Source: an optimization exercise on an open RTL-to-GDS flow (aim: small area, a short achievable clock period and few clock cycles). Production flows keep margins and buffers that such runs may drop. No activity file was given, so power comes from the tool's default toggle rates.

==> flow/design.v <==
module Sbox5 (
    input  [7 : 0] M,
    output a,
    output b,
    output p
);
localparam [15:0] A00 = 16'hd899, A01 = 16'hdb69, A10 = 16'h36b5, A11 = 16'h99e8;
localparam [15:0] B00 = 16'h3f66, B01 = 16'h24cf, B10 = 16'h3664, B11 = 16'hf9e8;
localparam [15:0] P00 = 16'he7ff, P01 = 16'hffa6, P10 = 16'h00d1, P11 = 16'h6000;
wire [3:0] e = {M[5], M[3], M[0], M[6]};
wire x = M[7] ^ M[2];
wire y = M[4] ^ M[1];
wire [3:0] av = {A11[e], A10[e], A01[e], A00[e]};
wire [3:0] bv = {B11[e], B10[e], B01[e], B00[e]};
wire [3:0] pv = {P11[e], P10[e], P01[e], P00[e]};
assign a = av[{x, y}];
assign b = bv[{x, y}];
assign p = pv[{x, y}];
endmodule
module Round (
    input o, no, A, nA, nAB, oA, noA, oB, noB, oAB, noAB,
    output [31 : 0] h_out
);
assign h_out[ 3: 0] = {nAB,  nAB,  nAB,  nAB };
assign h_out[ 7: 4] = {oAB,  oAB,  noAB, noAB};
assign h_out[11: 8] = {noB,  noA,  oB,   oA  };
assign h_out[15:12] = {oB,   A,    noB,  A   };
assign h_out[19:16] = {no,   o,    o,    no  };
assign h_out[23:20] = {no,   1'b1, o,    1'b1};
assign h_out[27:24] = {A,    noB,  A,    oB  };
assign h_out[31:28] = {nA,   oB,   nA,   noB };
endmodule
module HashIteration (
    input  [7 : 0] M,
    output         a,
    output         b,
    output         p
);
Sbox5 sbox(
    .M (M),
    .a (a),
    .b (b),
    .p (p)
);
endmodule
module lightHashDES(
        input clk,
        input M_valid,
        input rst_n,
        input [7 : 0] M,
        input [63 : 0] input_lenght,
        output reg hash_ready,
        output [31 : 0] digest
    );
reg busy;
reg pend;
reg [63:0] counter;
reg o, no, A, nA, nAB, oA, noA, oB, noB, oAB, noAB;
wire a, b, p;
HashIteration main(
    .M(M),
    .a(a),
    .b(b),
    .p(p)
);
Round expand(
    .o(o), .no(no), .A(A), .nA(nA), .nAB(nAB), .oA(oA), .noA(noA),
    .oB(oB), .noB(noB), .oAB(oAB), .noAB(noAB),
    .h_out(digest)
);
reg  [7:1]  blk_borrow;
wire [7:0]  borrow_in = {blk_borrow, pend};
wire [7:0]  blk_zero;
wire [63:0] low_zero;      
genvar i;
generate
    for (i = 0; i < 64; i = i + 1) begin : bit_
        if (i % 8 == 0) begin : first
            assign low_zero[i] = 1'b1;
        end else begin : rest
            assign low_zero[i] = ~|counter[i-1 : 8*(i/8)];
        end
    end
    for (i = 0; i < 8; i = i + 1) begin : blk
        assign blk_zero[i] = ~|counter[8*i +: 8];
    end
endgenerate
wire [63:0] toggle;
generate
    for (i = 0; i < 64; i = i + 1) begin : tog
        assign toggle[i] = borrow_in[i/8] & low_zero[i];
    end
endgenerate
wire start    = !busy && M_valid;
wire len_le1  = ~|input_lenght[63:1];
wire len_zero = len_le1 && !input_lenght[0];
wire at_two   = ~|counter[63:2] && counter[1] && (counter[0] == pend);
wire last     = busy && M_valid && at_two;
wire take     = M_valid && (busy || !len_zero);
always @(posedge clk or negedge rst_n) begin
    if (!rst_n) begin
        hash_ready <= 1'b0;
        busy <= 1'b0;
    end else if (start) begin
        hash_ready <= len_le1;
        busy <= !len_le1;
    end else if (last) begin
        hash_ready <= 1'b1;
        busy <= 1'b0;
    end
end
always @(posedge clk) begin
    pend <= busy && M_valid;
    blk_borrow <= {7{busy}} & borrow_in[6:0] & blk_zero[6:0];
    counter <= busy ? counter ^ toggle : input_lenght;
end
wire [10:0] k = start ? 11'b10101011010 : {noAB, oAB, noB, oB, noA, oA, nAB, nA, A, no, o};
wire [10:0] kt = k ^ {11{take}};
always @(posedge clk) begin
    o    <= kt[0];
    no   <= kt[1];
    A    <= a ? kt[2]  : k[2];
    nA   <= a ? kt[3]  : k[3];
    nAB  <= p ? kt[4]  : k[4];
    oA   <= a ? k[5]   : kt[5];
    noA  <= a ? k[6]   : kt[6];
    oB   <= b ? k[7]   : kt[7];
    noB  <= b ? k[8]   : kt[8];
    oAB  <= p ? k[9]   : kt[9];
    noAB <= p ? k[10]  : kt[10];
end
endmodule
export LEC_CHECK = 0
export CAP_MARGIN = 20
export CORE_MARGIN = 2
export CORE_UTILIZATION = 40
export PLACE_DENSITY = 0.6
export SETUP_SLACK_MARGIN = 2.65
export SLEW_MARGIN = 20
create_clock -name core_clock -period 4.5 [get_ports {clk}]
standard.sh (not shown) runs the stock make flow with config.mk's settings and CLKGATE_MAP_FILE= SYNTH_SCRIPT=/design/flow/synth_recipe.tcl, a recipe that flattens the netlist after the stock synthesis.
==> flow/flow/run.sh <==
#!/bin/bash
set -euo pipefail
bash standard.sh "ADDER_MAP_FILE=" "BUFFER_PORTS_ARGS=-buffer_cell sky130_fd_sc_hd__buf_1" \
  "CTS_ARGS=-sink_clustering_enable -repair_clock_nets -dont_use_dummy_load" finish > flow.log 2>&1
Next try:
--- a/flow/design.v
+++ b/flow/design.v
@@ -51,13 +51,17 @@
         input [63 : 0] input_lenght,
         output reg hash_ready,
         output [31 : 0] digest
     );
 reg busy;
 reg pend;
-reg [63:0] counter;
+reg [7:0] low;
+reg [55:0] up;
+reg [5:0]  phase;
+reg        req;    
+reg        bor;    
 reg o, no, A, nA, nAB, oA, noA, oB, noB, oAB, noAB;
 wire a, b, p;
 HashIteration main(
     .M(M),
     .a(a),
     .b(b),
@@ -65,39 +69,29 @@
 );
 Round expand(
     .o(o), .no(no), .A(A), .nA(nA), .nAB(nAB), .oA(oA), .noA(noA),
     .oB(oB), .noB(noB), .oAB(oAB), .noAB(noAB),
     .h_out(digest)
 );
-reg  [7:1]  blk_borrow;
-wire [7:0]  borrow_in = {blk_borrow, pend};
-wire [7:0]  blk_zero;
-wire [63:0] low_zero;      
+wire [7:0] low_zero;       
 genvar i;
 generate
-    for (i = 0; i < 64; i = i + 1) begin : bit_
-        if (i % 8 == 0) begin : first
+    for (i = 0; i < 8; i = i + 1) begin : bit_
+        if (i == 0) begin : first
             assign low_zero[i] = 1'b1;
         end else begin : rest
-            assign low_zero[i] = ~|counter[i-1 : 8*(i/8)];
+            assign low_zero[i] = ~|low[i-1 : 0];
         end
     end
-    for (i = 0; i < 8; i = i + 1) begin : blk
-        assign blk_zero[i] = ~|counter[8*i +: 8];
-    end
 endgenerate
-wire [63:0] toggle;
-generate
-    for (i = 0; i < 64; i = i + 1) begin : tog
-        assign toggle[i] = borrow_in[i/8] & low_zero[i];
-    end
-endgenerate
+wire phase0  = phase == 6'd0;
+wire bor_eff = phase0 ? req : bor;
 wire start    = !busy && M_valid;
 wire len_le1  = ~|input_lenght[63:1];
 wire len_zero = len_le1 && !input_lenght[0];
-wire at_two   = ~|counter[63:2] && counter[1] && (counter[0] == pend);
+wire at_two   = ~|up && ~|low[7:2] && low[1] && (low[0] == pend);
 wire last     = busy && M_valid && at_two;
 wire take     = M_valid && (busy || !len_zero);
 always @(posedge clk or negedge rst_n) begin
     if (!rst_n) begin
         hash_ready <= 1'b0;
         busy <= 1'b0;
@@ -108,14 +102,17 @@
         hash_ready <= 1'b1;
         busy <= 1'b0;
     end
 end
 always @(posedge clk) begin
     pend <= busy && M_valid;
-    blk_borrow <= {7{busy}} & borrow_in[6:0] & blk_zero[6:0];
-    counter <= busy ? counter ^ toggle : input_lenght;
+    low <= busy ? low ^ ({8{pend}} & low_zero) : input_lenght[7:0];
+    up <= busy ? {up[0] ^ bor_eff, up[55:1]} : input_lenght[63:8];
+    phase <= (busy && phase != 6'd55) ? phase + 6'd1 : 6'd0;
+    req <= busy && ((pend && low == 8'd0) || (req && !phase0));
+    bor <= busy && bor_eff && !up[0];
 end
 wire [10:0] k = start ? 11'b10101011010 : {noAB, oAB, noB, oB, noA, oA, nAB, nA, A, no, o};
 wire [10:0] kt = k ^ {11{take}};
 always @(posedge clk) begin
     o    <= kt[0];
     no   <= kt[1];
The new run finished with timing, DRC and antenna clean.
Maximum frequency rises by 8.3%.
Wire length falls by about 16%.
Clock power falls by about 2%.
Total power rises by about 1.5%.
Core utilization rises by 3.3 points.
Final cell count falls by about 20%.
Die area falls by about 10%.
Sequential power rises by about 3%.
Clock skew falls by 0.0073 ns.
Critical path depth rises by 1.
Sequential cell count rises by 1.
No run of this note included a check of the RTL's function; only the layout flow was run.

separate check: timing with driven ports:
How much do the figures lean on ideal ports? The routed layouts below were timed once more, with nothing changed but the port constraints. Step 1: set_driving_cell puts a clkbuf_16 on clk and a buf_2 on each other input, an assumption about the parent block. Step 2 also shifts input and output timing later by t, the mid clock arrival at the registers, as if the neighbouring blocks saw the same clock. Three values: ideal, step 1, step 2; two values: the first two.
run | shift t [ns] | setup WS [ns] | hold WS [ns] | slew at the worst register clock pin (ns)
the first run | 0.372 | 2.217 / 2.221 / 1.848 | 0.336 / 0.329 / 0.478 | 0.09 / 0.09
the second run | 0.371 | 2.392 / 2.392 / 2.021 | 0.338 / 0.341 / 0.473 | 0.08 / 0.08
After both steps setup and hold are still met in every run listed. The setup slack of the second run, which loses most, moves by 0.000 ns with the drivers and by -0.371 ns with both steps.
